From an optimization exercise on the open Yosys and OpenROAD flow, aimed at small area and few clock cycles; shortcuts taken in it are not production practice. Only simulation tests tie the RTL to the original design; equivalence was not proved.

==> design.v <==
module ALU(
    clk,
    rst_n,
    valid,
    ready,
    mode,
    in_A,
    in_B,
    out
);
    input         clk, rst_n;
    input         valid;
    input  [1:0]  mode;  
    output        ready;
    input  [31:0] in_A, in_B;
    output [63:0] out;
    localparam K  = 8;               
    localparam CW = 4;               
    localparam NSTEP = 4;
    localparam W = 40;               
    localparam IDLE  = 3'd0;
    localparam MUL   = 3'd1;
    localparam DSRCH = 3'd2;         
    localparam DSTEP = 3'd3;         
    localparam LAND  = 3'd4;         
    localparam LAVG  = 3'd5;         
    reg  [2:0]  state;
    reg  [4:0]  cnt;
    reg         ready_;
    reg  [31:0] X;
    reg  [31:0] H;
    reg  [31:0] L;
    reg  [31:0] X_nx, H_nx, L_nx;
    assign ready = ready_;
    assign out   = {H_nx, L_nx};
    wire idle   = (state == IDLE);
    wire start  = idle && valid && !ready_;
    wire op_mul = (state == MUL);
    wire op_div = (state == DSRCH) || (state == DSTEP);
    wire srch   = idle ? (mode == 2'd1) : (state == DSRCH);
    wire [31:0] Xi = idle ? in_B : ~X;
    wire [31:0] Hi = idle ? in_A : H;
    wire [K-1:0] m = op_mul ? L[K-1:0] : {{(K-1){1'b0}}, 1'b1};
    wire        cin = op_div;
    wire [31:0] pp0 = op_div ? X : ~(X | {32{~m[0]}});
    wire [31:0] pp1 = ~(X | {32{~m[1]}});
    wire [31:0] pp2 = ~(X | {32{~m[2]}});
    wire [31:0] pp3 = ~(X | {32{~m[3]}});
    wire [31:0] pp4 = ~(X | {32{~m[4]}});
    wire [31:0] pp5 = ~(X | {32{~m[5]}});
    wire [31:0] pp6 = ~(X | {32{~m[6]}});
    wire [31:0] pp7 = ~(X | {32{~m[7]}});
    wire fs0, fc0, fs1, fc1, fs2, fc2, fs3, fc3, fs4, fc4, fs5, fc5, fs6, fc6, fs7, fc7, fs8, fc8, fs9, fc9, fs10, fc10, fs11, fc11, fs12, fc12, fs13, fc13, fs14, fc14, fs15, fc15, fs16, fc16, fs17, fc17, fs18, fc18, fs19, fc19, fs20, fc20, fs21, fc21, fs22, fc22, fs23, fc23, fs24, fc24, fs25, fc25, fs26, fc26, fs27, fc27, fs28, fc28, fs29, fc29, fs30, fc30, fs31, fc31, fs32, fc32, fs33, fc33, fs34, fc34, fs35, fc35, fs36, fc36, fs37, fc37, fs38, fc38, fs39, fc39, fs40, fc40, fs41, fc41, fs42, fc42, fs43, fc43, fs44, fc44, fs45, fc45, fs46, fc46, fs47, fc47, fs48, fc48, fs49, fc49, fs50, fc50, fs51, fc51, fs52, fc52, fs53, fc53, fs54, fc54, fs55, fc55, fs56, fc56, fs57, fc57, fs58, fc58, fs59, fc59, fs60, fc60, fs61, fc61, fs62, fc62, fs63, fc63, fs64, fc64, fs65, fc65, fs66, fc66, fs67, fc67, fs68, fc68, fs69, fc69, fs70, fc70, fs71, fc71, fs72, fc72, fs73, fc73, fs74, fc74, fs75, fc75, fs76, fc76, fs77, fc77, fs78, fc78, fs79, fc79, fs80, fc80, fs81, fc81, fs82, fc82, fs83, fc83, fs84, fc84, fs85, fc85, fs86, fc86, fs87, fc87, fs88, fc88, fs89, fc89, fs90, fc90, fs91, fc91, fs92, fc92, fs93, fc93, fs94, fc94, fs95, fc95, fs96, fc96, fs97, fc97, fs98, fc98, fs99, fc99, fs100, fc100, fs101, fc101, fs102, fc102, fs103, fc103, fs104, fc104, fs105, fc105, fs106, fc106, fs107, fc107, fs108, fc108, fs109, fc109, fs110, fc110, fs111, fc111, fs112, fc112, fs113, fc113, fs114, fc114, fs115, fc115, fs116, fc116, fs117, fc117, fs118, fc118, fs119, fc119, fs120, fc120, fs121, fc121, fs122, fc122, fs123, fc123, fs124, fc124, fs125, fc125, fs126, fc126, fs127, fc127, fs128, fc128, fs129, fc129, fs130, fc130, fs131, fc131, fs132, fc132, fs133, fc133, fs134, fc134, fs135, fc135, fs136, fc136, fs137, fc137, fs138, fc138, fs139, fc139, fs140, fc140, fs141, fc141, fs142, fc142, fs143, fc143, fs144, fc144, fs145, fc145, fs146, fc146, fs147, fc147, fs148, fc148, fs149, fc149, fs150, fc150, fs151, fc151, fs152, fc152, fs153, fc153, fs154, fc154, fs155, fc155, fs156, fc156, fs157, fc157, fs158, fc158, fs159, fc159, fs160, fc160, fs161, fc161, fs162, fc162, fs163, fc163, fs164, fc164, fs165, fc165, fs166, fc166, fs167, fc167, fs168, fc168, fs169, fc169, fs170, fc170, fs171, fc171, fs172, fc172, fs173, fc173, fs174, fc174, fs175, fc175, fs176, fc176, fs177, fc177, fs178, fc178, fs179, fc179, fs180, fc180, fs181, fc181, fs182, fc182, fs183, fc183, fs184, fc184, fs185, fc185, fs186, fc186, fs187, fc187, fs188, fc188, fs189, fc189, fs190, fc190, fs191, fc191, fs192, fc192, fs193, fc193, fs194, fc194, fs195, fc195, fs196, fc196, fs197, fc197, fs198, fc198, fs199, fc199, fs200, fc200, fs201, fc201, fs202, fc202, fs203, fc203, fs204, fc204, fs205, fc205, fs206, fc206, fs207, fc207, fs208, fc208, fs209, fc209, fs210, fc210;
    wire hs0, hc0, hs1, hc1, hs2, hc2, hs3, hc3, hs4, hc4, hs5, hc5, hs6, hc6;
    assign hs0 = H[5] ^ pp0[5];
    assign hc0 = H[5] & pp0[5];
    ALU_fa u_fa0 (.a(H[6]), .b(pp0[6]), .c(pp1[5]), .s(fs0), .co(fc0));
    assign hs1 = pp2[4] ^ pp3[3];
    assign hc1 = pp2[4] & pp3[3];
    ALU_fa u_fa1 (.a(H[7]), .b(pp0[7]), .c(pp1[6]), .s(fs1), .co(fc1));
    ALU_fa u_fa2 (.a(pp2[5]), .b(pp3[4]), .c(pp4[3]), .s(fs2), .co(fc2));
    assign hs2 = pp5[2] ^ pp6[1];
    assign hc2 = pp5[2] & pp6[1];
    ALU_fa u_fa3 (.a(H[8]), .b(pp0[8]), .c(pp1[7]), .s(fs3), .co(fc3));
    ALU_fa u_fa4 (.a(pp2[6]), .b(pp3[5]), .c(pp4[4]), .s(fs4), .co(fc4));
    ALU_fa u_fa5 (.a(pp5[3]), .b(pp6[2]), .c(pp7[1]), .s(fs5), .co(fc5));
    ALU_fa u_fa6 (.a(H[9]), .b(pp0[9]), .c(pp1[8]), .s(fs6), .co(fc6));
    ALU_fa u_fa7 (.a(pp2[7]), .b(pp3[6]), .c(pp4[5]), .s(fs7), .co(fc7));
    ALU_fa u_fa8 (.a(pp5[4]), .b(pp6[3]), .c(pp7[2]), .s(fs8), .co(fc8));
    ALU_fa u_fa9 (.a(H[10]), .b(pp0[10]), .c(pp1[9]), .s(fs9), .co(fc9));
    ALU_fa u_fa10 (.a(pp2[8]), .b(pp3[7]), .c(pp4[6]), .s(fs10), .co(fc10));
    ALU_fa u_fa11 (.a(pp5[5]), .b(pp6[4]), .c(pp7[3]), .s(fs11), .co(fc11));
    ALU_fa u_fa12 (.a(H[11]), .b(pp0[11]), .c(pp1[10]), .s(fs12), .co(fc12));
    ALU_fa u_fa13 (.a(pp2[9]), .b(pp3[8]), .c(pp4[7]), .s(fs13), .co(fc13));
    ALU_fa u_fa14 (.a(pp5[6]), .b(pp6[5]), .c(pp7[4]), .s(fs14), .co(fc14));
    ALU_fa u_fa15 (.a(H[12]), .b(pp0[12]), .c(pp1[11]), .s(fs15), .co(fc15));
    ALU_fa u_fa16 (.a(pp2[10]), .b(pp3[9]), .c(pp4[8]), .s(fs16), .co(fc16));
    ALU_fa u_fa17 (.a(pp5[7]), .b(pp6[6]), .c(pp7[5]), .s(fs17), .co(fc17));
    ALU_fa u_fa18 (.a(H[13]), .b(pp0[13]), .c(pp1[12]), .s(fs18), .co(fc18));
    ALU_fa u_fa19 (.a(pp2[11]), .b(pp3[10]), .c(pp4[9]), .s(fs19), .co(fc19));
    ALU_fa u_fa20 (.a(pp5[8]), .b(pp6[7]), .c(pp7[6]), .s(fs20), .co(fc20));
    ALU_fa u_fa21 (.a(H[14]), .b(pp0[14]), .c(pp1[13]), .s(fs21), .co(fc21));
    ALU_fa u_fa22 (.a(pp2[12]), .b(pp3[11]), .c(pp4[10]), .s(fs22), .co(fc22));
    ALU_fa u_fa23 (.a(pp5[9]), .b(pp6[8]), .c(pp7[7]), .s(fs23), .co(fc23));
    ALU_fa u_fa24 (.a(H[15]), .b(pp0[15]), .c(pp1[14]), .s(fs24), .co(fc24));
    ALU_fa u_fa25 (.a(pp2[13]), .b(pp3[12]), .c(pp4[11]), .s(fs25), .co(fc25));
    ALU_fa u_fa26 (.a(pp5[10]), .b(pp6[9]), .c(pp7[8]), .s(fs26), .co(fc26));
    ALU_fa u_fa27 (.a(H[16]), .b(pp0[16]), .c(pp1[15]), .s(fs27), .co(fc27));
    ALU_fa u_fa28 (.a(pp2[14]), .b(pp3[13]), .c(pp4[12]), .s(fs28), .co(fc28));
    ALU_fa u_fa29 (.a(pp5[11]), .b(pp6[10]), .c(pp7[9]), .s(fs29), .co(fc29));
    ALU_fa u_fa30 (.a(H[17]), .b(pp0[17]), .c(pp1[16]), .s(fs30), .co(fc30));
    ALU_fa u_fa31 (.a(pp2[15]), .b(pp3[14]), .c(pp4[13]), .s(fs31), .co(fc31));
    ALU_fa u_fa32 (.a(pp5[12]), .b(pp6[11]), .c(pp7[10]), .s(fs32), .co(fc32));
    ALU_fa u_fa33 (.a(H[18]), .b(pp0[18]), .c(pp1[17]), .s(fs33), .co(fc33));
    ALU_fa u_fa34 (.a(pp2[16]), .b(pp3[15]), .c(pp4[14]), .s(fs34), .co(fc34));
    ALU_fa u_fa35 (.a(pp5[13]), .b(pp6[12]), .c(pp7[11]), .s(fs35), .co(fc35));
    ALU_fa u_fa36 (.a(H[19]), .b(pp0[19]), .c(pp1[18]), .s(fs36), .co(fc36));
    ALU_fa u_fa37 (.a(pp2[17]), .b(pp3[16]), .c(pp4[15]), .s(fs37), .co(fc37));
    ALU_fa u_fa38 (.a(pp5[14]), .b(pp6[13]), .c(pp7[12]), .s(fs38), .co(fc38));
    ALU_fa u_fa39 (.a(H[20]), .b(pp0[20]), .c(pp1[19]), .s(fs39), .co(fc39));
    ALU_fa u_fa40 (.a(pp2[18]), .b(pp3[17]), .c(pp4[16]), .s(fs40), .co(fc40));
    ALU_fa u_fa41 (.a(pp5[15]), .b(pp6[14]), .c(pp7[13]), .s(fs41), .co(fc41));
    ALU_fa u_fa42 (.a(H[21]), .b(pp0[21]), .c(pp1[20]), .s(fs42), .co(fc42));
    ALU_fa u_fa43 (.a(pp2[19]), .b(pp3[18]), .c(pp4[17]), .s(fs43), .co(fc43));
    ALU_fa u_fa44 (.a(pp5[16]), .b(pp6[15]), .c(pp7[14]), .s(fs44), .co(fc44));
    ALU_fa u_fa45 (.a(H[22]), .b(pp0[22]), .c(pp1[21]), .s(fs45), .co(fc45));
    ALU_fa u_fa46 (.a(pp2[20]), .b(pp3[19]), .c(pp4[18]), .s(fs46), .co(fc46));
    ALU_fa u_fa47 (.a(pp5[17]), .b(pp6[16]), .c(pp7[15]), .s(fs47), .co(fc47));
    ALU_fa u_fa48 (.a(H[23]), .b(pp0[23]), .c(pp1[22]), .s(fs48), .co(fc48));
    ALU_fa u_fa49 (.a(pp2[21]), .b(pp3[20]), .c(pp4[19]), .s(fs49), .co(fc49));
    ALU_fa u_fa50 (.a(pp5[18]), .b(pp6[17]), .c(pp7[16]), .s(fs50), .co(fc50));
    ALU_fa u_fa51 (.a(H[24]), .b(pp0[24]), .c(pp1[23]), .s(fs51), .co(fc51));
    ALU_fa u_fa52 (.a(pp2[22]), .b(pp3[21]), .c(pp4[20]), .s(fs52), .co(fc52));
    ALU_fa u_fa53 (.a(pp5[19]), .b(pp6[18]), .c(pp7[17]), .s(fs53), .co(fc53));
    ALU_fa u_fa54 (.a(H[25]), .b(pp0[25]), .c(pp1[24]), .s(fs54), .co(fc54));
    ALU_fa u_fa55 (.a(pp2[23]), .b(pp3[22]), .c(pp4[21]), .s(fs55), .co(fc55));
    ALU_fa u_fa56 (.a(pp5[20]), .b(pp6[19]), .c(pp7[18]), .s(fs56), .co(fc56));
    ALU_fa u_fa57 (.a(H[26]), .b(pp0[26]), .c(pp1[25]), .s(fs57), .co(fc57));
    ALU_fa u_fa58 (.a(pp2[24]), .b(pp3[23]), .c(pp4[22]), .s(fs58), .co(fc58));
    ALU_fa u_fa59 (.a(pp5[21]), .b(pp6[20]), .c(pp7[19]), .s(fs59), .co(fc59));
    ALU_fa u_fa60 (.a(H[27]), .b(pp0[27]), .c(pp1[26]), .s(fs60), .co(fc60));
    ALU_fa u_fa61 (.a(pp2[25]), .b(pp3[24]), .c(pp4[23]), .s(fs61), .co(fc61));
    ALU_fa u_fa62 (.a(pp5[22]), .b(pp6[21]), .c(pp7[20]), .s(fs62), .co(fc62));
    ALU_fa u_fa63 (.a(H[28]), .b(pp0[28]), .c(pp1[27]), .s(fs63), .co(fc63));
    ALU_fa u_fa64 (.a(pp2[26]), .b(pp3[25]), .c(pp4[24]), .s(fs64), .co(fc64));
    ALU_fa u_fa65 (.a(pp5[23]), .b(pp6[22]), .c(pp7[21]), .s(fs65), .co(fc65));
    ALU_fa u_fa66 (.a(H[29]), .b(pp0[29]), .c(pp1[28]), .s(fs66), .co(fc66));
    ALU_fa u_fa67 (.a(pp2[27]), .b(pp3[26]), .c(pp4[25]), .s(fs67), .co(fc67));
    ALU_fa u_fa68 (.a(pp5[24]), .b(pp6[23]), .c(pp7[22]), .s(fs68), .co(fc68));
    ALU_fa u_fa69 (.a(H[30]), .b(pp0[30]), .c(pp1[29]), .s(fs69), .co(fc69));
    ALU_fa u_fa70 (.a(pp2[28]), .b(pp3[27]), .c(pp4[26]), .s(fs70), .co(fc70));
    ALU_fa u_fa71 (.a(pp5[25]), .b(pp6[24]), .c(pp7[23]), .s(fs71), .co(fc71));
    ALU_fa u_fa72 (.a(H[31]), .b(pp0[31]), .c(pp1[30]), .s(fs72), .co(fc72));
    ALU_fa u_fa73 (.a(pp2[29]), .b(pp3[28]), .c(pp4[27]), .s(fs73), .co(fc73));
    ALU_fa u_fa74 (.a(pp5[26]), .b(pp6[25]), .c(pp7[24]), .s(fs74), .co(fc74));
    ALU_fa u_fa75 (.a(pp1[31]), .b(pp2[30]), .c(pp3[29]), .s(fs75), .co(fc75));
    ALU_fa u_fa76 (.a(pp4[28]), .b(pp5[27]), .c(pp6[26]), .s(fs76), .co(fc76));
    ALU_fa u_fa77 (.a(pp2[31]), .b(pp3[30]), .c(pp4[29]), .s(fs77), .co(fc77));
    assign hs3 = H[3] ^ pp0[3];
    assign hc3 = H[3] & pp0[3];
    ALU_fa u_fa78 (.a(H[4]), .b(pp0[4]), .c(pp1[3]), .s(fs78), .co(fc78));
    assign hs4 = pp2[2] ^ pp3[1];
    assign hc4 = pp2[2] & pp3[1];
    ALU_fa u_fa79 (.a(hs0), .b(pp1[4]), .c(pp2[3]), .s(fs79), .co(fc79));
    ALU_fa u_fa80 (.a(pp3[2]), .b(pp4[1]), .c(pp5[0]), .s(fs80), .co(fc80));
    ALU_fa u_fa81 (.a(hc0), .b(fs0), .c(hs1), .s(fs81), .co(fc81));
    ALU_fa u_fa82 (.a(pp4[2]), .b(pp5[1]), .c(pp6[0]), .s(fs82), .co(fc82));
    ALU_fa u_fa83 (.a(fc0), .b(hc1), .c(fs1), .s(fs83), .co(fc83));
    ALU_fa u_fa84 (.a(fs2), .b(hs2), .c(pp7[0]), .s(fs84), .co(fc84));
    ALU_fa u_fa85 (.a(fc1), .b(fc2), .c(hc2), .s(fs85), .co(fc85));
    ALU_fa u_fa86 (.a(fs3), .b(fs4), .c(fs5), .s(fs86), .co(fc86));
    ALU_fa u_fa87 (.a(fc3), .b(fc4), .c(fc5), .s(fs87), .co(fc87));
    ALU_fa u_fa88 (.a(fs6), .b(fs7), .c(fs8), .s(fs88), .co(fc88));
    ALU_fa u_fa89 (.a(fc6), .b(fc7), .c(fc8), .s(fs89), .co(fc89));
    ALU_fa u_fa90 (.a(fs9), .b(fs10), .c(fs11), .s(fs90), .co(fc90));
    ALU_fa u_fa91 (.a(fc9), .b(fc10), .c(fc11), .s(fs91), .co(fc91));
    ALU_fa u_fa92 (.a(fs12), .b(fs13), .c(fs14), .s(fs92), .co(fc92));
    ALU_fa u_fa93 (.a(fc12), .b(fc13), .c(fc14), .s(fs93), .co(fc93));
    ALU_fa u_fa94 (.a(fs15), .b(fs16), .c(fs17), .s(fs94), .co(fc94));
    ALU_fa u_fa95 (.a(fc15), .b(fc16), .c(fc17), .s(fs95), .co(fc95));
    ALU_fa u_fa96 (.a(fs18), .b(fs19), .c(fs20), .s(fs96), .co(fc96));
    ALU_fa u_fa97 (.a(fc18), .b(fc19), .c(fc20), .s(fs97), .co(fc97));
    ALU_fa u_fa98 (.a(fs21), .b(fs22), .c(fs23), .s(fs98), .co(fc98));
    ALU_fa u_fa99 (.a(fc21), .b(fc22), .c(fc23), .s(fs99), .co(fc99));
    ALU_fa u_fa100 (.a(fs24), .b(fs25), .c(fs26), .s(fs100), .co(fc100));
    ALU_fa u_fa101 (.a(fc24), .b(fc25), .c(fc26), .s(fs101), .co(fc101));
    ALU_fa u_fa102 (.a(fs27), .b(fs28), .c(fs29), .s(fs102), .co(fc102));
    ALU_fa u_fa103 (.a(fc27), .b(fc28), .c(fc29), .s(fs103), .co(fc103));
    ALU_fa u_fa104 (.a(fs30), .b(fs31), .c(fs32), .s(fs104), .co(fc104));
    ALU_fa u_fa105 (.a(fc30), .b(fc31), .c(fc32), .s(fs105), .co(fc105));
    ALU_fa u_fa106 (.a(fs33), .b(fs34), .c(fs35), .s(fs106), .co(fc106));
    ALU_fa u_fa107 (.a(fc33), .b(fc34), .c(fc35), .s(fs107), .co(fc107));
    ALU_fa u_fa108 (.a(fs36), .b(fs37), .c(fs38), .s(fs108), .co(fc108));
    ALU_fa u_fa109 (.a(fc36), .b(fc37), .c(fc38), .s(fs109), .co(fc109));
    ALU_fa u_fa110 (.a(fs39), .b(fs40), .c(fs41), .s(fs110), .co(fc110));
    ALU_fa u_fa111 (.a(fc39), .b(fc40), .c(fc41), .s(fs111), .co(fc111));
    ALU_fa u_fa112 (.a(fs42), .b(fs43), .c(fs44), .s(fs112), .co(fc112));
    ALU_fa u_fa113 (.a(fc42), .b(fc43), .c(fc44), .s(fs113), .co(fc113));
    ALU_fa u_fa114 (.a(fs45), .b(fs46), .c(fs47), .s(fs114), .co(fc114));
    ALU_fa u_fa115 (.a(fc45), .b(fc46), .c(fc47), .s(fs115), .co(fc115));
    ALU_fa u_fa116 (.a(fs48), .b(fs49), .c(fs50), .s(fs116), .co(fc116));
    ALU_fa u_fa117 (.a(fc48), .b(fc49), .c(fc50), .s(fs117), .co(fc117));
    ALU_fa u_fa118 (.a(fs51), .b(fs52), .c(fs53), .s(fs118), .co(fc118));
    ALU_fa u_fa119 (.a(fc51), .b(fc52), .c(fc53), .s(fs119), .co(fc119));
    ALU_fa u_fa120 (.a(fs54), .b(fs55), .c(fs56), .s(fs120), .co(fc120));
    ALU_fa u_fa121 (.a(fc54), .b(fc55), .c(fc56), .s(fs121), .co(fc121));
    ALU_fa u_fa122 (.a(fs57), .b(fs58), .c(fs59), .s(fs122), .co(fc122));
    ALU_fa u_fa123 (.a(fc57), .b(fc58), .c(fc59), .s(fs123), .co(fc123));
    ALU_fa u_fa124 (.a(fs60), .b(fs61), .c(fs62), .s(fs124), .co(fc124));
    ALU_fa u_fa125 (.a(fc60), .b(fc61), .c(fc62), .s(fs125), .co(fc125));
    ALU_fa u_fa126 (.a(fs63), .b(fs64), .c(fs65), .s(fs126), .co(fc126));
    ALU_fa u_fa127 (.a(fc63), .b(fc64), .c(fc65), .s(fs127), .co(fc127));
    ALU_fa u_fa128 (.a(fs66), .b(fs67), .c(fs68), .s(fs128), .co(fc128));
    ALU_fa u_fa129 (.a(fc66), .b(fc67), .c(fc68), .s(fs129), .co(fc129));
    ALU_fa u_fa130 (.a(fs69), .b(fs70), .c(fs71), .s(fs130), .co(fc130));
    ALU_fa u_fa131 (.a(fc69), .b(fc70), .c(fc71), .s(fs131), .co(fc131));
    ALU_fa u_fa132 (.a(fs72), .b(fs73), .c(fs74), .s(fs132), .co(fc132));
    ALU_fa u_fa133 (.a(fc72), .b(fc73), .c(fc74), .s(fs133), .co(fc133));
    ALU_fa u_fa134 (.a(fs75), .b(fs76), .c(pp7[25]), .s(fs134), .co(fc134));
    ALU_fa u_fa135 (.a(fc75), .b(fc76), .c(fs77), .s(fs135), .co(fc135));
    ALU_fa u_fa136 (.a(pp5[28]), .b(pp6[27]), .c(pp7[26]), .s(fs136), .co(fc136));
    ALU_fa u_fa137 (.a(fc77), .b(pp3[31]), .c(pp4[30]), .s(fs137), .co(fc137));
    ALU_fa u_fa138 (.a(pp5[29]), .b(pp6[28]), .c(pp7[27]), .s(fs138), .co(fc138));
    ALU_fa u_fa139 (.a(pp4[31]), .b(pp5[30]), .c(pp6[29]), .s(fs139), .co(fc139));
    assign hs5 = H[2] ^ pp0[2];
    assign hc5 = H[2] & pp0[2];
    ALU_fa u_fa140 (.a(hs3), .b(pp1[2]), .c(pp2[1]), .s(fs140), .co(fc140));
    ALU_fa u_fa141 (.a(hc3), .b(fs78), .c(hs4), .s(fs141), .co(fc141));
    ALU_fa u_fa142 (.a(fc78), .b(hc4), .c(fs79), .s(fs142), .co(fc142));
    ALU_fa u_fa143 (.a(fc79), .b(fc80), .c(fs81), .s(fs143), .co(fc143));
    ALU_fa u_fa144 (.a(fc81), .b(fc82), .c(fs83), .s(fs144), .co(fc144));
    ALU_fa u_fa145 (.a(fc83), .b(fc84), .c(fs85), .s(fs145), .co(fc145));
    ALU_fa u_fa146 (.a(fc85), .b(fc86), .c(fs87), .s(fs146), .co(fc146));
    ALU_fa u_fa147 (.a(fc87), .b(fc88), .c(fs89), .s(fs147), .co(fc147));
    ALU_fa u_fa148 (.a(fc89), .b(fc90), .c(fs91), .s(fs148), .co(fc148));
    ALU_fa u_fa149 (.a(fc91), .b(fc92), .c(fs93), .s(fs149), .co(fc149));
    ALU_fa u_fa150 (.a(fc93), .b(fc94), .c(fs95), .s(fs150), .co(fc150));
    ALU_fa u_fa151 (.a(fc95), .b(fc96), .c(fs97), .s(fs151), .co(fc151));
    ALU_fa u_fa152 (.a(fc97), .b(fc98), .c(fs99), .s(fs152), .co(fc152));
    ALU_fa u_fa153 (.a(fc99), .b(fc100), .c(fs101), .s(fs153), .co(fc153));
    ALU_fa u_fa154 (.a(fc101), .b(fc102), .c(fs103), .s(fs154), .co(fc154));
    ALU_fa u_fa155 (.a(fc103), .b(fc104), .c(fs105), .s(fs155), .co(fc155));
    ALU_fa u_fa156 (.a(fc105), .b(fc106), .c(fs107), .s(fs156), .co(fc156));
    ALU_fa u_fa157 (.a(fc107), .b(fc108), .c(fs109), .s(fs157), .co(fc157));
    ALU_fa u_fa158 (.a(fc109), .b(fc110), .c(fs111), .s(fs158), .co(fc158));
    ALU_fa u_fa159 (.a(fc111), .b(fc112), .c(fs113), .s(fs159), .co(fc159));
    ALU_fa u_fa160 (.a(fc113), .b(fc114), .c(fs115), .s(fs160), .co(fc160));
    ALU_fa u_fa161 (.a(fc115), .b(fc116), .c(fs117), .s(fs161), .co(fc161));
    ALU_fa u_fa162 (.a(fc117), .b(fc118), .c(fs119), .s(fs162), .co(fc162));
    ALU_fa u_fa163 (.a(fc119), .b(fc120), .c(fs121), .s(fs163), .co(fc163));
    ALU_fa u_fa164 (.a(fc121), .b(fc122), .c(fs123), .s(fs164), .co(fc164));
    ALU_fa u_fa165 (.a(fc123), .b(fc124), .c(fs125), .s(fs165), .co(fc165));
    ALU_fa u_fa166 (.a(fc125), .b(fc126), .c(fs127), .s(fs166), .co(fc166));
    ALU_fa u_fa167 (.a(fc127), .b(fc128), .c(fs129), .s(fs167), .co(fc167));
    ALU_fa u_fa168 (.a(fc129), .b(fc130), .c(fs131), .s(fs168), .co(fc168));
    ALU_fa u_fa169 (.a(fc131), .b(fc132), .c(fs133), .s(fs169), .co(fc169));
    ALU_fa u_fa170 (.a(fc133), .b(fc134), .c(fs135), .s(fs170), .co(fc170));
    ALU_fa u_fa171 (.a(fc135), .b(fc136), .c(fs137), .s(fs171), .co(fc171));
    ALU_fa u_fa172 (.a(fc137), .b(fc138), .c(fs139), .s(fs172), .co(fc172));
    ALU_fa u_fa173 (.a(fc139), .b(pp5[31]), .c(pp6[30]), .s(fs173), .co(fc173));
    assign hs6 = H[0] ^ pp0[0];
    assign hc6 = H[0] & pp0[0];
    ALU_fa u_fa174 (.a(H[1]), .b(pp0[1]), .c(pp1[0]), .s(fs174), .co(fc174));
    ALU_fa u_fa175 (.a(hs5), .b(pp1[1]), .c(pp2[0]), .s(fs175), .co(fc175));
    ALU_fa u_fa176 (.a(hc5), .b(fs140), .c(pp3[0]), .s(fs176), .co(fc176));
    ALU_fa u_fa177 (.a(fc140), .b(fs141), .c(pp4[0]), .s(fs177), .co(fc177));
    ALU_fa u_fa178 (.a(fc141), .b(fs142), .c(fs80), .s(fs178), .co(fc178));
    ALU_fa u_fa179 (.a(fc142), .b(fs143), .c(fs82), .s(fs179), .co(fc179));
    ALU_fa u_fa180 (.a(fc143), .b(fs144), .c(fs84), .s(fs180), .co(fc180));
    ALU_fa u_fa181 (.a(fc144), .b(fs145), .c(fs86), .s(fs181), .co(fc181));
    ALU_fa u_fa182 (.a(fc145), .b(fs146), .c(fs88), .s(fs182), .co(fc182));
    ALU_fa u_fa183 (.a(fc146), .b(fs147), .c(fs90), .s(fs183), .co(fc183));
    ALU_fa u_fa184 (.a(fc147), .b(fs148), .c(fs92), .s(fs184), .co(fc184));
    ALU_fa u_fa185 (.a(fc148), .b(fs149), .c(fs94), .s(fs185), .co(fc185));
    ALU_fa u_fa186 (.a(fc149), .b(fs150), .c(fs96), .s(fs186), .co(fc186));
    ALU_fa u_fa187 (.a(fc150), .b(fs151), .c(fs98), .s(fs187), .co(fc187));
    ALU_fa u_fa188 (.a(fc151), .b(fs152), .c(fs100), .s(fs188), .co(fc188));
    ALU_fa u_fa189 (.a(fc152), .b(fs153), .c(fs102), .s(fs189), .co(fc189));
    ALU_fa u_fa190 (.a(fc153), .b(fs154), .c(fs104), .s(fs190), .co(fc190));
    ALU_fa u_fa191 (.a(fc154), .b(fs155), .c(fs106), .s(fs191), .co(fc191));
    ALU_fa u_fa192 (.a(fc155), .b(fs156), .c(fs108), .s(fs192), .co(fc192));
    ALU_fa u_fa193 (.a(fc156), .b(fs157), .c(fs110), .s(fs193), .co(fc193));
    ALU_fa u_fa194 (.a(fc157), .b(fs158), .c(fs112), .s(fs194), .co(fc194));
    ALU_fa u_fa195 (.a(fc158), .b(fs159), .c(fs114), .s(fs195), .co(fc195));
    ALU_fa u_fa196 (.a(fc159), .b(fs160), .c(fs116), .s(fs196), .co(fc196));
    ALU_fa u_fa197 (.a(fc160), .b(fs161), .c(fs118), .s(fs197), .co(fc197));
    ALU_fa u_fa198 (.a(fc161), .b(fs162), .c(fs120), .s(fs198), .co(fc198));
    ALU_fa u_fa199 (.a(fc162), .b(fs163), .c(fs122), .s(fs199), .co(fc199));
    ALU_fa u_fa200 (.a(fc163), .b(fs164), .c(fs124), .s(fs200), .co(fc200));
    ALU_fa u_fa201 (.a(fc164), .b(fs165), .c(fs126), .s(fs201), .co(fc201));
    ALU_fa u_fa202 (.a(fc165), .b(fs166), .c(fs128), .s(fs202), .co(fc202));
    ALU_fa u_fa203 (.a(fc166), .b(fs167), .c(fs130), .s(fs203), .co(fc203));
    ALU_fa u_fa204 (.a(fc167), .b(fs168), .c(fs132), .s(fs204), .co(fc204));
    ALU_fa u_fa205 (.a(fc168), .b(fs169), .c(fs134), .s(fs205), .co(fc205));
    ALU_fa u_fa206 (.a(fc169), .b(fs170), .c(fs136), .s(fs206), .co(fc206));
    ALU_fa u_fa207 (.a(fc170), .b(fs171), .c(fs138), .s(fs207), .co(fc207));
    ALU_fa u_fa208 (.a(fc171), .b(fs172), .c(pp7[28]), .s(fs208), .co(fc208));
    ALU_fa u_fa209 (.a(fc172), .b(fs173), .c(pp7[29]), .s(fs209), .co(fc209));
    ALU_fa u_fa210 (.a(fc173), .b(pp6[31]), .c(pp7[30]), .s(fs210), .co(fc210));
    wire [W-1:0] ra = {1'b0, fc210, fc209, fc208, fc207, fc206, fc205, fc204, fc203, fc202, fc201, fc200, fc199, fc198, fc197, fc196, fc195, fc194, fc193, fc192, fc191, fc190, fc189, fc188, fc187, fc186, fc185, fc184, fc183, fc182, fc181, fc180, fc179, fc178, fc177, fc176, fc175, fc174, hc6, hs6};
    wire [W-1:0] rb = {1'b0, pp7[31], fs210, fs209, fs208, fs207, fs206, fs205, fs204, fs203, fs202, fs201, fs200, fs199, fs198, fs197, fs196, fs195, fs194, fs193, fs192, fs191, fs190, fs189, fs188, fs187, fs186, fs185, fs184, fs183, fs182, fs181, fs180, fs179, fs178, fs177, fs176, fs175, fs174, cin};
    reg [W-1:0] G, P;
    integer i, d;
    always @(*) begin
        G = ra & rb;
        P = ra ^ rb;
        for (d = 1; d < W; d = d * 2)
            for (i = 2*d-1; i < W; i = i + 2*d) begin
                G[i] = G[i] | (P[i] & G[i-d]);
                P[i] = P[i] & P[i-d];
            end
        for (d = 64; d >= 1; d = d / 2)
            for (i = 3*d-1; i < W; i = i + 2*d) begin
                G[i] = G[i] | (P[i] & G[i-d]);
                P[i] = P[i] & P[i-d];
            end
    end
    wire [W-1:0] P0 = ra ^ rb;
    wire [W-1:0] S;
    assign S[0] = P0[0];
    genvar gs;
    generate
        for (gs = 1; gs < W; gs = gs + 1) begin: sx
            ALU_xor2 u_x (.a(P0[gs]), .b(G[gs-1]), .y(S[gs]));
        end
    endgenerate
    wire c1 = S[32];                                    
    wire c2 = srch && !Xi[31] && (cnt != 5'd31) &&
              (Hi[31:32-CW] >= Xi[30:31-CW]);
    always @(*) begin
        if (idle) begin
            X_nx = c2 ? ~(in_B << 1) : ~in_B;
            H_nx = in_A & {32{mode != 2'd0}};
            L_nx = in_A & {32{mode == 2'd0}};
        end else if (op_mul) begin
            X_nx = X;
            H_nx = S[31+K:K];
            L_nx = {S[K-1:0], L[31:K]};
        end else if (op_div) begin
            if (c2) begin
                X_nx = {X[30:0], 1'b1};      
                H_nx = H;
            end else begin
                X_nx = {1'b1, X[31:1]};      
                H_nx = c1 ? S[31:0] : H;
            end
            L_nx = {L[30:0], c1 & !c2};
        end else begin  
            X_nx = X;
            H_nx = 32'd0;
            L_nx = (state == LAVG) ? S[32:1] : (H & ~X);
        end
    end
    always @(posedge clk) begin
        X <= X_nx;
        H <= H_nx;
        L <= L_nx;
    end
    always @(posedge clk or negedge rst_n) begin
        if (!rst_n) begin
            state  <= IDLE;
            cnt    <= 5'd0;
            ready_ <= 1'b0;
        end else begin
            ready_ <= 1'b0;
            case (state)
                IDLE: begin
                    if (start) begin
                        case (mode)
                            2'd0: state <= MUL;
                            2'd1: begin
                                if (c2) begin
                                    cnt   <= 5'd1;
                                    state <= DSRCH;
                                end else begin
                                    state  <= DSTEP;
                                    ready_ <= 1'b1;
                                end
                            end
                            2'd2: begin
                                state  <= LAND;
                                ready_ <= 1'b1;
                            end
                            2'd3: begin
                                state  <= LAVG;
                                ready_ <= 1'b1;
                            end
                        endcase
                    end
                end
                MUL: begin
                    cnt <= cnt + 5'd1;
                    if (cnt == NSTEP - 2) ready_ <= 1'b1;
                    if (ready_) begin
                        cnt   <= 5'd0;
                        state <= IDLE;
                    end
                end
                DSRCH, DSTEP: begin
                    if (c2) cnt <= cnt + 5'd1;
                    else begin
                        cnt   <= cnt - 5'd1;
                        state <= DSTEP;
                        if (cnt == 5'd1) ready_ <= 1'b1;
                        if (cnt == 5'd0) begin
                            cnt   <= 5'd0;
                            state <= IDLE;
                        end
                    end
                end
                default: state <= IDLE;
            endcase
        end
    end
endmodule
module ALU_fa(a, b, c, s, co);
    input  a, b, c;
    output s, co;
    assign s  = a ^ b ^ c;
    assign co = (a & b) | (a & c) | (b & c);
endmodule
module ALU_xor2(a, b, y);
    input  a, b;
    output y;
    assign y = a ^ b;
endmodule
==> flow/run.sh <==
#!/bin/bash
# The standard layout (standard.sh), with one change: the buffers that
# buffer_ports puts on every input and output port are the smallest buffer
# cell instead of the default choice. ORFS's global_place.tcl passes
# BUFFER_PORTS_ARGS to buffer_ports.
set -euo pipefail
export BUFFER_PORTS_ARGS="-buffer_cell sky130_fd_sc_hd__buf_1"
bash standard.sh > standard_run.log 2>&1
==> standard.sh <==
#!/bin/bash
# synth_recipe.tcl (not shown) runs the flow's synth.tcl, then flattens the netlist and writes it again
# the make line also repeats each setting of config.mk as NAME=value (left out here)
make -C /OpenROAD-flow-scripts/flow DESIGN_CONFIG=/design/flow/config.mk WORK_HOME=/design/flow/orfs CLKGATE_MAP_FILE= SYNTH_SCRIPT=/design/flow/synth_recipe.tcl "${@:-finish}"
==> config.mk <==
export PLATFORM = sky130hd
export DESIGN_NAME = ALU
export DESIGN_NICKNAME = ALU
export VERILOG_FILES = /design/flow/design.v
export SDC_FILE = /design/flow/constraint.sdc
export NUM_CORES = 4
export LEC_CHECK = 0
export CAP_MARGIN = 20
export CORE_MARGIN = 2
export CORE_UTILIZATION = 40
export GPL_TIMING_DRIVEN = 0
export SLEW_MARGIN = 20
export SYNTH_HIERARCHICAL = 1
export SYNTH_MINIMUM_KEEP_SIZE = 0
==> constraint.sdc <==
create_clock -name core_clock -period 10.0 [get_ports {clk}]
set_input_delay 2.0000 -clock core_clock [delete_from_list [all_inputs] [get_ports {clk}]]
set_output_delay 2.0000 -clock core_clock [all_outputs]
set_load 0.01 [all_outputs]
==> results of run 1 <==
==> Yosys stat by module (local to each module, per instance) <==
| module | copies in the design | flops+latches |
|---|---|---|
| ALU_fa | 211 | 0 |
| ALU_xor2 | 39 | 0 |
| ALU | 1 | 105 |
==> flip-flops by register name, indices dropped and copies added, names as in the netlist <==
signal,count
X,32
L,32
ready_,1
state,3
H,32
cnt,5
==> metal layers <==
layer | global-route usage [%] | vias to the layer above | wire length, um
met5 | 0 | - | 0
met4 | 11.8 | 0 | 1960
met3 | 5.65 | 94 | 4770
met2 | 46.9 | 664 | 23000
met1 | 39.1 | 6147 | 20300
li1 | - | 5434 | -
==> final timing paths <==
path                                       from            endpoint  depth (start not counted)
setup reg to reg           state[0]$_DFFE_PN0P_       H[13]$_DFF_P_                         23
max in group asynchronous                 rst_n  cnt[1]$_DFFE_PN0P_                          1
setup / recovery           state[0]$_DFFE_PN0P_             out[33]                         24
min in group asynchronous                 rst_n    ready_$_DFF_PN0_                          1
hold / removal               cnt[3]$_DFFE_PN0P_  cnt[3]$_DFFE_PN0P_                          1
hold reg to reg              cnt[3]$_DFFE_PN0P_  cnt[3]$_DFFE_PN0P_                          1
==> metrics by stage <==
stage               cell area, um^2  setup slack (ns)  std cells  utilization (%)
floorplan                     13300              2.23       1500                -
global placement              14300            -0.197       2075             43.9
detailed placement            14400             0.166       2076             44.1
CTS                           14700            0.0151       2092             45.1
global route                  14700            0.0643       2092             45.1
finish                        14700             0.394       2092             45.1
==> final cells by class <==
class	count	area [um^2]	area share [%]
multi-input cells	1259	10400	70.3
flip-flops and latches	105	2470	16.8
well taps	442	553	3.76
repair buffers	134	527	3.58
plain buffers	125	489	3.32
clock buffers	10	229	1.55
clock inverters	6	60.1	0.408
inverters	11	45.0	0.306
==> kinds of logic (layout without fill, tap and decap cells) <==
logic type               after synthesis  after routing  synth area share, %
adder cells (fa/ha/maj)              267            267                 37.1
other                                  1              1               0.0282
flip-flops                           105            105                 18.6
multiplexers                          32             32                 2.41
AO/OA/AOI/OAI                        421            421                 19.8
AND/OR/NAND/NOR                      498            498                 15.6
XOR/XNOR                              40             40                 2.64
buffers and inverters                136            286                 3.88
==> timing repair <==
item / in CTS / in global routing
buffers inserted: 0 / 0
setup endpoints to repair: 30 / 34
resized for setup: 10 / 23
hold buffers: 0 / 0
==> synth_stat cells (2+ instances only) <==
library cell  number
nor2_1           251
fa_1             211
nand2_1          180
a21oi_1          158
clkbuf_1         114
a21o_1            94
o21ai_0           77
dfxtp_1           64
ha_1              56
xor2_1            40
edfxtp_1          32
mux2i_1           32
nor3b_1           32
a221oi_1          31
a31oi_1           30
inv_1             10
dfrtp_1            9
nand2b_1           8
buf_1              7
nor2b_1            6
and3_1             5
a211oi_1           4
buf_2              4
nand3_1            4
nor3_1             4
o211ai_1           3
o21a_1             3
or3_1              3
a22oi_1            2
a32oi_1            2
nand4_1            2
==> flow_metrics.env, run 1 <==
export IMPL_layout_cells_most_common="nor2_1"
export IMPL_maxClockFrequency_mhz=104
export IMPL_via_count=12300
export IMPL_crit_path_end_kind="output port"
export IMPL_row_count=66
export IMPL_gate_family_responsible_for_the_most_delay_along_the_worst_path="adder cells"
export IMPL_top_level_ports=134
export IMPL_fp_coreArea_mm2=0.0326
export IMPL_clockRootBuffer="clkbuf_16"
export IMPL_worst_path_buffer_plus_inverter_count=6
export IMPL_r2r_setup_slack_ns=2.80
export IMPL_timing_final_setup_violations=0
export IMPL_syn2layout_area_growth_pct=10.9
export IMPL_type_of_the_setup_path_with_the_least_slack="reg -> out"
export IMPL_synthesis_area_mm2=0.0133
export IMPL_synth_top_flop_cell="dfxtp_1"
export IMPL_antenna_diode_count=0
export IMPL_overflow_left_after_global_routing=0
export IMPL_weighted_congestion_at_the_end_of_routability_driven_global_placement=0.980
export IMPL_maximum_buffer_depth_of_the_clock_tree=2
export IMPL_final_hold_violation_count=0
export IMPL_yosysSeqAreaShare_pct=18.6
export IMPL_global_route_wire_length_before_repair_um=74700
export IMPL_synthTopCellsByArea="fa_1 (32%), dfxtp_1 (9.6%), edfxtp_1 (7.2%)"
export IMPL_rsz0062_at_grt="false"
export IMPL_crit_path_max_fanout=10
export IMPL_die_width_um=186
export IMPL_fin_worst_skew_ns=0.0210
export IMPL_max_slew_margin_pct=37.5
export IMPL_cap_violations=0
export IMPL_start_util_pct=40.7
export IMPL_design_final_nets=1981
export IMPL_cp_cell_sequence="nor2b_1, clkbuf_1, nor2b_1, clkbuf_2, nand2_2, clkbuf_1, nor2_1, fa_1, fa_1, fa_1, fa_1, ha_1, nand4_1, or3_1, nor3b_1, a21oi_1, inv_1, xor2_2, nand2_2, buf_2, mux2i_1, a21oi_1, a21o_1, buf_1"
export IMPL_worst_margin_pin_slew_ns=0.938
export IMPL_die_area_mm2=0.0347
export IMPL_grt_total_usage_pct=29.3
export IMPL_mostFrequentLayoutCells="nor2_1 (250), fa_1 (211), nand2_1 (172), a21oi_1 (158), buf_1 (139)"
export IMPL_grt_pass1_vias=12300
export IMPL_cts_buffers_inserted=9
export IMPL_worstSetupStartpointType="flop"
export IMPL_avgViaCountPerCell=5.90
export IMPL_syn_avg_cell_area_um2=8.86
export IMPL_cp_common_cell="fa_1"
export IMPL_fin_crit_sh_pct=96.1
export IMPL_fin_hold_ws_ns=0.582
export IMPL_antenna_violations_before_repair=0
export IMPL_floorplan_die_height_um=186
export IMPL_synth_distinct_cells=53
export IMPL_critical_path_max_stage_delay_ns=0.59
export IMPL_drtPass1Iterations=5
export IMPL_clkSlewWorstSetupHoldPaths_ns=0.09
export IMPL_wl_per_cell_um=23.9
export IMPL_clkSinkCount=105
export IMPL_holdCritPathClass="reg -> reg"
export IMPL_finalCriticalPeriod_ns=9.61
export IMPL_final_max_slew_violation_count=0
export IMPL_totalWireLength_um=50100
export IMPL_detail_route_antenna_nets=0
export IMPL_setup_total_negative_slack_ns=0
export IMPL_synth_edff_count=32
export IMPL_insertion_delay_ns=0.38
export IMPL_status="no timing/DRC/antenna violations"
export IMPL_io_buffers=133
export IMPL_dp_final_hpwl_um=40200
export IMPL_critPathArrivalTime_ns=7.61
export IMPL_nFillCells=3271
export IMPL_netlist_top_cell_by_area="fa_1"
export IMPL_yosys_register_bits=105
export IMPL_drc=0
export IMPL_grt_max_degree=21
export IMPL_htreeDepth=3
export IMPL_cp_data_required_time_ns=8.00
export IMPL_syn_nets=1836
export IMPL_drt_iter0_drc=1254
export IMPL_tritoncts="built"
export IMPL_timing_critical_path_slowest_stage_cell="clkbuf_1"
export IMPL_netlist_instances=1500
export IMPL_yosys_warnings=7
export IMPL_drive_above_1_share_pct=3.09
export IMPL_asr_flop_ratio_synth_pct=8.57
export IMPL_synth_largest_type_area_fraction_pct=31.8
Testbench counts, summed over its fixed seeds: cycles 5,537.
==> run 2: changes to the inputs <==
--- a/config.mk
+++ b/config.mk
@@ -8,7 +8,6 @@
 export CAP_MARGIN = 20
 export CORE_MARGIN = 2
 export CORE_UTILIZATION = 40
-export GPL_TIMING_DRIVEN = 0
 export SLEW_MARGIN = 20
 export SYNTH_HIERARCHICAL = 1
 export SYNTH_MINIMUM_KEEP_SIZE = 0
==> run 2 against run 1 <==
Largest cell class unchanged. Critical endpoint is now out[45]. Count of clock-buffer cells in the layout up 1. Via count down 4.2%. Still clean. Die area unchanged. Non-clock buffer count down 98. First-iteration DRC count down 8.7%. Core utilization down 0.85 points.
==> flow_metrics.env, run 2 <==
export IMPL_final_max_slew_violation_count=0
export IMPL_status="no timing/DRC/antenna violations"
export IMPL_cap_violations=0
export IMPL_maximum_buffer_depth_of_the_clock_tree=2
export IMPL_top_level_ports=134
export IMPL_grt_max_degree=103
export IMPL_r2r_setup_slack_ns=2.88
export IMPL_die_width_um=186
export IMPL_crit_path_max_fanout=18
export IMPL_fin_worst_skew_ns=0.0138
export IMPL_critPathArrivalTime_ns=7.54
export IMPL_asr_flop_ratio_synth_pct=8.57
export IMPL_detail_route_antenna_nets=0
export IMPL_timing_final_setup_violations=0
export IMPL_dp_final_hpwl_um=33700
export IMPL_yosys_cell_count_top_type="nor2_1"
export IMPL_worst_slack_at_placement_ns=0.980
export IMPL_met3_usage_pct=6.80
export IMPL_rsz0062_at_grt="false"
export IMPL_reg_top3="H: 32 flops, L: 32 flops, X: 32 flops"
export IMPL_finalCriticalPeriod_ns=9.54
export IMPL_post_cts_hold_buffer_count=0
export IMPL_synthesis_area_mm2=0.0133
export IMPL_synth_distinct_cells=53
export IMPL_drive_above_1_share_pct=3.99
export IMPL_setup_total_negative_slack_ns=0
export IMPL_grt_use_met1_pct=36.5
export IMPL_nFillCells=3190
export IMPL_start_util_pct=40.7
export IMPL_totalWireLength_um=45700
export IMPL_crit_path_end_kind="output port"
export IMPL_worst_margin_pin_slew_ns=1.07
export IMPL_cts_resized_gates=0
export IMPL_tritoncts="built"
export IMPL_overflow_left_after_global_routing=0
export IMPL_floorplan_die_height_um=186
export IMPL_antenna_diode_count=0
export IMPL_min_path_cells=1
export IMPL_worstReg2RegEnd="H[12]$_DFF_P_"
export IMPL_synth_largest_type_area_fraction_pct=31.8
export IMPL_final_hold_violation_count=0
export IMPL_htreeDepth=3
export IMPL_cts_setup_buffers=0
export IMPL_post_synth_most_frequent_cells="nor2_1 (251), fa_1 (211), nand2_1 (180)"
export IMPL_netlist_top_cell_by_area="fa_1"
export IMPL_synthTopCellsByArea="fa_1 (32%), dfxtp_1 (9.6%), edfxtp_1 (7.2%)"
export IMPL_cts_buffers_inserted=9
export IMPL_finish_cell_count_without_fillers=1994
export IMPL_synth_top_flop_cell="dfxtp_1"
export IMPL_design_final_nets=1883
export IMPL_grtUsageMet2_pct=42.8
export IMPL_wl_per_cell_um=22.9
export IMPL_grt_total_usage_pct=27.0
export IMPL_drc=0
export IMPL_drt_iter0_drc=1145
export IMPL_holdCritStartpoint="cnt[4]$_DFFE_PN0P_"
export IMPL_cp_data_required_time_ns=8.00
export IMPL_netlist_instances=1500
export IMPL_postLayoutCoreUtil_pct=44.3
export IMPL_worstSetupStartpointType="flop"
export IMPL_fin_crit_sh_pct=95.4
export IMPL_maxClockFrequency_mhz=105
export IMPL_syn_avg_cell_area_um2=8.86
export IMPL_fp_coreArea_mm2=0.0326
export IMPL_weighted_congestion_at_the_end_of_routability_driven_global_placement=0.966
export IMPL_clkSlewWorstSetupHoldPaths_ns=0.08
export IMPL_global_route_wire_length_before_repair_um=70200
export IMPL_final_setup_worst_slack_ns=0.463
export IMPL_yosys_warnings=7
export IMPL_dp_cells=1978
export IMPL_globalRoute_busiestLayer="met2"
export IMPL_antenna_violations_before_repair=0
export IMPL_layout_cells_most_common="nor2_1"
export IMPL_holdCritPathClass="reg -> reg"
export IMPL_avgViaCountPerCell=5.93
export IMPL_clkSinkCount=105
export IMPL_reg2reg_path_depth=22
export IMPL_clockRootBuffer="clkbuf_16"
export IMPL_syn_nets=1836
export IMPL_row_count=66
export IMPL_type_of_the_setup_path_with_the_least_slack="reg -> out"
export IMPL_grt_pass1_vias=12000
export IMPL_max_slew_margin_pct=28.8
export IMPL_yosysSeqAreaShare_pct=18.6
export IMPL_io_buffers=133
export IMPL_via_count=11800
export IMPL_drtPass1Iterations=6
export IMPL_yosys_register_bits=105
export IMPL_mostFrequentLayoutCells="nor2_1 (248), fa_1 (211), nand2_1 (179), a21oi_1 (158), buf_1 (133)"
export IMPL_synth_edff_count=32
export IMPL_syn2layout_area_growth_pct=8.78
export IMPL_insertion_delay_ns=0.38
export IMPL_min_to="ready_$_DFF_PN0_"
export IMPL_die_area_mm2=0.0347
export IMPL_r2r_start="state[1]$_DFFE_PN0P_"
## run 2: worst max path at each step
stage / from / to / slack [ns]
6_report: state[1]$_DFFE_PN0P_ / out[45] / 0.46
2_1_floorplan: state[1]$_DFFE_PN0P_ / out[59] / 2.23
3_5_place_dp: state[1]$_DFFE_PN0P_ / out[48] / 0.98
5_1_grt: state[2]$_DFFE_PN0P_ / out[45] / 0.1
3_3_place_gp: state[1]$_DFFE_PN0P_ / out[45] / 1.09
4_1_cts: state[1]$_DFFE_PN0P_ / out[48] / 0.56
## run 2: metrics by stage
stage               hold slack (ns)  cell area (um^2)
detailed placement            0.548             14200
global route                  0.590             14400
CTS                           0.562             14400
finish                        0.565             14400
floorplan                     0.513             13300
global placement              0.544             14200
## run 2: cell type report
type | count | area (um^2) | area share [%]
multi-input combinational | 1259 | 10300 | 71.6
sequential | 105 | 2470 | 17.1
timing repair buffer | 161 | 747 | 5.17
tap | 442 | 553 | 3.83
clock buffer | 11 | 253 | 1.75
inverter | 11 | 41.3 | 0.286
clock inverter | 5 | 35.0 | 0.242
## run 2: cells by family after synthesis
kind of cell | share of synthesized area, %
simple gates | 15.6
compound gates | 19.8
fa+ha+maj | 37.1
buf+inv | 3.88
flops | 18.6
xor+xnor | 2.64
mux | 2.41
other cells | 0.0282
## run 2: worst max-delay path, cell delays in order (launching register included)
cell and delay, ns:
dfrtp_4 0.49, nor2b_2 0.13, nor2b_1 0.27, nand2_1 0.62, buf_4 0.46, nor2_1 0.14, fa_1 0.44, fa_1 0.40
fa_1 0.54, fa_1 0.43, ha_1 0.36, a21o_1 0.20, a21o_1 0.16, a21oi_1 0.30, o21ai_0 0.14, a21oi_1 0.19
inv_1 0.10, xor2_1 0.36, nand2_2 0.41, buf_12 0.31, mux2i_1 0.13, a21oi_1 0.25, a21o_1 0.13, buf_1 0.15
## run 2: per-module statistics from Yosys (local to each module, per instance)
module	cell area (um^2)	copies in the design
ALU	8720	1
ALU_fa	20.0	211
ALU_xor2	8.76	39
## run 2: per-layer routing
metal,share of wire [%],wire [um]
met3,9.5,4340
met4,2.8,1260
met5,0,0
met2,46,20900
met1,42,19200
==> run 3: changes to the inputs <==
--- a/design.v
+++ b/design.v
@@ -22,8 +22,7 @@
     localparam MUL   = 3'd1;
     localparam DSRCH = 3'd2;         
     localparam DSTEP = 3'd3;         
-    localparam LAND  = 3'd4;         
-    localparam LAVG  = 3'd5;         
+    localparam LAA   = 3'd4;         
     reg  [2:0]  state;
     reg  [4:0]  cnt;
     reg         ready_;
@@ -309,8 +308,8 @@
               (Hi[31:32-CW] >= Xi[30:31-CW]);
     always @(*) begin
         if (idle) begin
-            X_nx = c2 ? ~(in_B << 1) : ~in_B;
-            H_nx = in_A & {32{mode != 2'd0}};
+            X_nx = c2 ? ~(in_B << 1) : ~((mode == 2'd2) ? (in_A & in_B) : in_B);
+            H_nx = (mode == 2'd0) ? 32'd0 : (mode == 2'd2) ? (in_A & in_B) : in_A;
             L_nx = in_A & {32{mode == 2'd0}};
         end else if (op_mul) begin
             X_nx = X;
@@ -328,7 +327,7 @@
         end else begin  
             X_nx = X;
             H_nx = 32'd0;
-            L_nx = (state == LAVG) ? S[32:1] : (H & ~X);
+            L_nx = S[32:1];
         end
     end
     always @(posedge clk) begin
@@ -357,12 +356,8 @@
                                     ready_ <= 1'b1;
                                 end
                             end
-                            2'd2: begin
-                                state  <= LAND;
-                                ready_ <= 1'b1;
-                            end
-                            2'd3: begin
-                                state  <= LAVG;
+                            default: begin   
+                                state  <= LAA;
                                 ready_ <= 1'b1;
                             end
                         endcase
--- a/config.mk
+++ b/config.mk
@@ -8,6 +8,7 @@
 export CAP_MARGIN = 20
 export CORE_MARGIN = 2
 export CORE_UTILIZATION = 40
+export CTS_CLUSTER_SIZE = 30
 export SLEW_MARGIN = 20
 export SYNTH_HIERARCHICAL = 1
 export SYNTH_MINIMUM_KEEP_SIZE = 0
==> run 3 against run 2 <==
Worst hold slack got worse by 0.0055 ns. Die area decreased by 1.5%. Synthesized cell count decreased by 6.1%. Non-clock buffer count decreased by 3. Core utilization decreased by 0.55 points. Register-to-register slack improved by 0.07 ns. Routed wire length increased by 0.55%. Setup slack improved by 0.028 ns.
==> flow_metrics.env, run 3 <==
export IMPL_status="no timing/DRC/antenna violations"
export IMPL_drc=0
export IMPL_timing_final_setup_violations=0
export IMPL_final_setup_worst_slack_ns=0.492
export IMPL_critical_path_max_stage_delay_ns=0.78
export IMPL_synth_edff_count=32
export IMPL_met3_usage_pct=6.25
export IMPL_yosys_register_bits=105
export IMPL_finish_cell_count_without_fillers=1905
export IMPL_min_path_cells=1
export IMPL_max_slew_margin_pct=27.9
export IMPL_design_final_nets=1793
export IMPL_antenna_violations_before_repair=0
export IMPL_yosys_warnings=7
export IMPL_worst_path_buffer_plus_inverter_count=3
export IMPL_maxClockFrequency_mhz=105
export IMPL_wl_per_cell_um=24.1
export IMPL_timing_critical_path_depth=22
export IMPL_drt_iter0_drc=1202
export IMPL_cts_buffers_inserted=9
export IMPL_synth_top_flop_cell="dfxtp_1"
export IMPL_syn2layout_area_growth_pct=8.24
export IMPL_final_area_mm2=0.0142
export IMPL_nFillCells=3252
export IMPL_maximum_buffer_depth_of_the_clock_tree=2
export IMPL_holdCritStartpoint="cnt[4]$_DFFE_PN0P_"
export IMPL_drive_above_1_share_pct=4.10
export IMPL_asr_flop_ratio_synth_pct=8.57
export IMPL_weighted_congestion_at_the_end_of_routability_driven_global_placement=0.932
export IMPL_cp_cell_sequence="nand2b_4, clkinv_1, buf_4, nand2_1, o21ai_0, fa_1, fa_1, fa_1, fa_1, ha_1, a21oi_1, o21ai_0, a22oi_1, nand4b_1, a21o_1, a41oi_1, a21oi_1, a21o_1, xor2_1, mux2i_1, o221ai_1, buf_1"
export IMPL_netlist_top_cell_by_area="fa_1"
export IMPL_dp_final_hpwl_um=34600
export IMPL_worst_margin_pin_slew_ns=1.08
export IMPL_dp_cells=1889
export IMPL_cp_common_cell="fa_1"
export IMPL_gate_family_responsible_for_the_most_delay_along_the_worst_path="adder cells"
export IMPL_floorplan_die_height_um=185
export IMPL_detail_route_antenna_nets=0
export IMPL_synth_distinct_cells=60
export IMPL_fin_crit_sh_pct=95.1
export IMPL_drtPass1Iterations=5
export IMPL_antenna_diode_count=0
export IMPL_final_max_slew_violation_count=0
export IMPL_syn_nets=1744
export IMPL_fin_hold_ws_ns=0.560
export IMPL_synth_largest_type_area_fraction_pct=32.3
export IMPL_die_width_um=185
export IMPL_fp_coreArea_mm2=0.0324
export IMPL_postLayoutCoreUtil_pct=43.8
export IMPL_yosysSeqAreaShare_pct=18.9
export IMPL_post_synth_most_frequent_cells="nor2_1 (276), fa_1 (211), nand2_1 (129)"
export IMPL_yosys_cell_count_top_type="nor2_1"
export IMPL_row_count=66
export IMPL_cts_setup_buffers=0
export IMPL_clkSinkCount=105
export IMPL_synthesis_area_mm2=0.0131
export IMPL_syn_avg_cell_area_um2=9.29
export IMPL_holdCritPathClass="reg -> reg"
export IMPL_synthTopCellsByArea="fa_1 (32%), dfxtp_1 (9.8%), nor2_1 (7.9%)"
export IMPL_final_hold_violation_count=0
export IMPL_io_buffers=133
export IMPL_worst_slack_at_placement_ns=0.698
export IMPL_tritoncts="built"
export IMPL_rsz0062_at_grt="false"
export IMPL_min_to="ready_$_DFF_PN0_"
export IMPL_critPathArrivalTime_ns=7.51
export IMPL_fin_worst_skew_ns=0.0203
export IMPL_grt_use_met1_pct=37.5
export IMPL_dpl_instance_area_mm2=0.0139
export IMPL_r2r_start="state[2]$_DFFE_PN0P_"
export IMPL_finalCriticalPeriod_ns=9.51
export IMPL_crit_path_end_kind="output port"
export IMPL_grt_pass1_vias=11600
export IMPL_insertion_delay_ns=0.38
export IMPL_top_level_ports=134
export IMPL_clkSlewWorstSetupHoldPaths_ns=0.08
export IMPL_cp_data_required_time_ns=8.00
export IMPL_grtUsageMet2_pct=42.1
export IMPL_worstSetupStartpointType="flop"
export IMPL_totalWireLength_um=45900
export IMPL_die_area_mm2=0.0342
export IMPL_start_util_pct=40.4
export IMPL_worstReg2RegEnd="H[27]$_DFF_P_"
export IMPL_clockRootBuffer="clkbuf_16"
export IMPL_htreeDepth=3
export IMPL_grt_total_usage_pct=27.7
export IMPL_layout_cells_most_common="nor2_1"
export IMPL_via_count=11500
export IMPL_reg_top3="H: 32 flops, L: 32 flops, X: 32 flops"
export IMPL_r2r_setup_slack_ns=2.95
export IMPL_global_route_wire_length_before_repair_um=70100
export IMPL_setup_total_negative_slack_ns=0
export IMPL_mostFrequentLayoutCells="nor2_1 (276), fa_1 (211), buf_1 (133), nand2_1 (126), o21ai_0 (100)"
export IMPL_grt_max_degree=73
export IMPL_netlist_instances=1409
export IMPL_timing_critical_path_slowest_stage_cell="dfrtp_2"
export IMPL_reg2reg_path_depth=21
export IMPL_cap_violations=0
export IMPL_crit_path_max_fanout=34
export IMPL_avgViaCountPerCell=6.01
export IMPL_overflow_left_after_global_routing=0
export IMPL_globalRoute_busiestLayer="met2"
export IMPL_ff_latch_area_mm2=0.00247
export IMPL_type_of_the_setup_path_with_the_least_slack="reg -> out"
export IMPL_multi_input_comb_area_mm2=0.0101
-- run 3: changes by cell type after synthesis, sizes merged, moves of 30 or more --
cell,before,now
a21oi,158,22
a21o,94,29
o21ai,78,136
nand2,180,129
a221o,1,32
a22oi,2,33
nor3b,32,1
a221oi,31,1
o221ai,1,31
-- run 3: layout make-up --
type                       instances  share of cell area (%)
tap                              442                    3.90
clock inverter                     6                   0.292
inverter                           9                   0.239
timing repair buffer             158                    4.94
multi-input combinational       1175                    71.6
clock buffer                      10                    1.62
sequential                       105                    17.4
-- run 3: timing repair --
| action | 4_1_cts | 5_1_grt |
|---|---|---|
| gates resized for setup | 0 | 3 |
| hold buffers | 0 | 0 |
| setup endpoints to repair | 0 | 21 |
-- run 3: metal layers --
metal | routed length (um) | up-vias | part of all wire (%)
li1 | - | 4995 | -
met1 | 18700 | 5677 | 41
met2 | 20500 | 673 | 45
met3 | 4580 | 108 | 10
met4 | 2160 | 0 | 4.7
met5 | 0 | - | 0
-- run 3: worst max path at each step --
stage | start | slack [ns] | to
final | state[2]$_DFFE_PN0P_ | 0.49 | out[55]
after global routing | state[0]$_DFFE_PN0P_ | 0.008 | out[55]
after CTS | state[2]$_DFFE_PN0P_ | 0.26 | out[59]
after detailed placement | state[2]$_DFFE_PN0P_ | 0.70 | out[59]
after global placement | state[2]$_DFFE_PN0P_ | 0.76 | out[59]
after floorplan | state[2]$_DFFE_PN0P_ | 2.09 | out[59]
-- run 3: per-module statistics from Yosys, one instance, submodules excluded --
| module | flip-flops and latches | times used |
|---|---|---|
| ALU | 105 | 1 |
| ALU_fa | 0 | 211 |
| ALU_xor2 | 0 | 39 |
-- run 3: logic make-up (layout without fill, tap and decap cells) --
family / after synthesis / in the layout / synth area share [%]
AND/OR/NAND/NOR: 463 / 463 / 14.4
buffers and inverters: 129 / 183 / 4.00
AO/OA/AOI/OAI: 347 / 347 / 18.1
XOR/XNOR: 39 / 39 / 2.61
flip-flops: 105 / 105 / 18.9
adder cells (fa/ha/maj): 266 / 266 / 37.5
multiplexers: 59 / 59 / 4.51
other: 1 / 1 / 0.0287
Testbench counts of run 3, summed over its fixed seeds: cycles 5,537.

separate check: timing with driven ports:
The results above use ideal ports. As a check the final layouts listed here were re-extracted and re-timed, cells and wires unchanged. Step 1 sets driving cells, clkbuf_16 on the clock port and buf_2 on the other inputs (assumed; they add their load-dependent delay and slew). Step 2 adds t to the input delays and takes it off the output delays; t is the mean of the earliest and latest rising clock arrival at the registers after step 1. Input paths then give back, and output paths get back, about the clock's delay inside the block. Three values: no drivers, after step 1, after step 2; two values: the first two.
run | t, ns | slack for setup (ns) | latest minus earliest clock arrival (ns)
run 1 | 0.413 | 0.394 / 0.349 / 0.762 | 0.021 / 0.021
run 2 | 0.422 | 0.463 / 0.418 / 0.840 | 0.013 / 0.014
run 3 | 0.417 | 0.492 / 0.444 / 0.862 | 0.021 / 0.021
After both steps setup and hold are still met in every run listed.
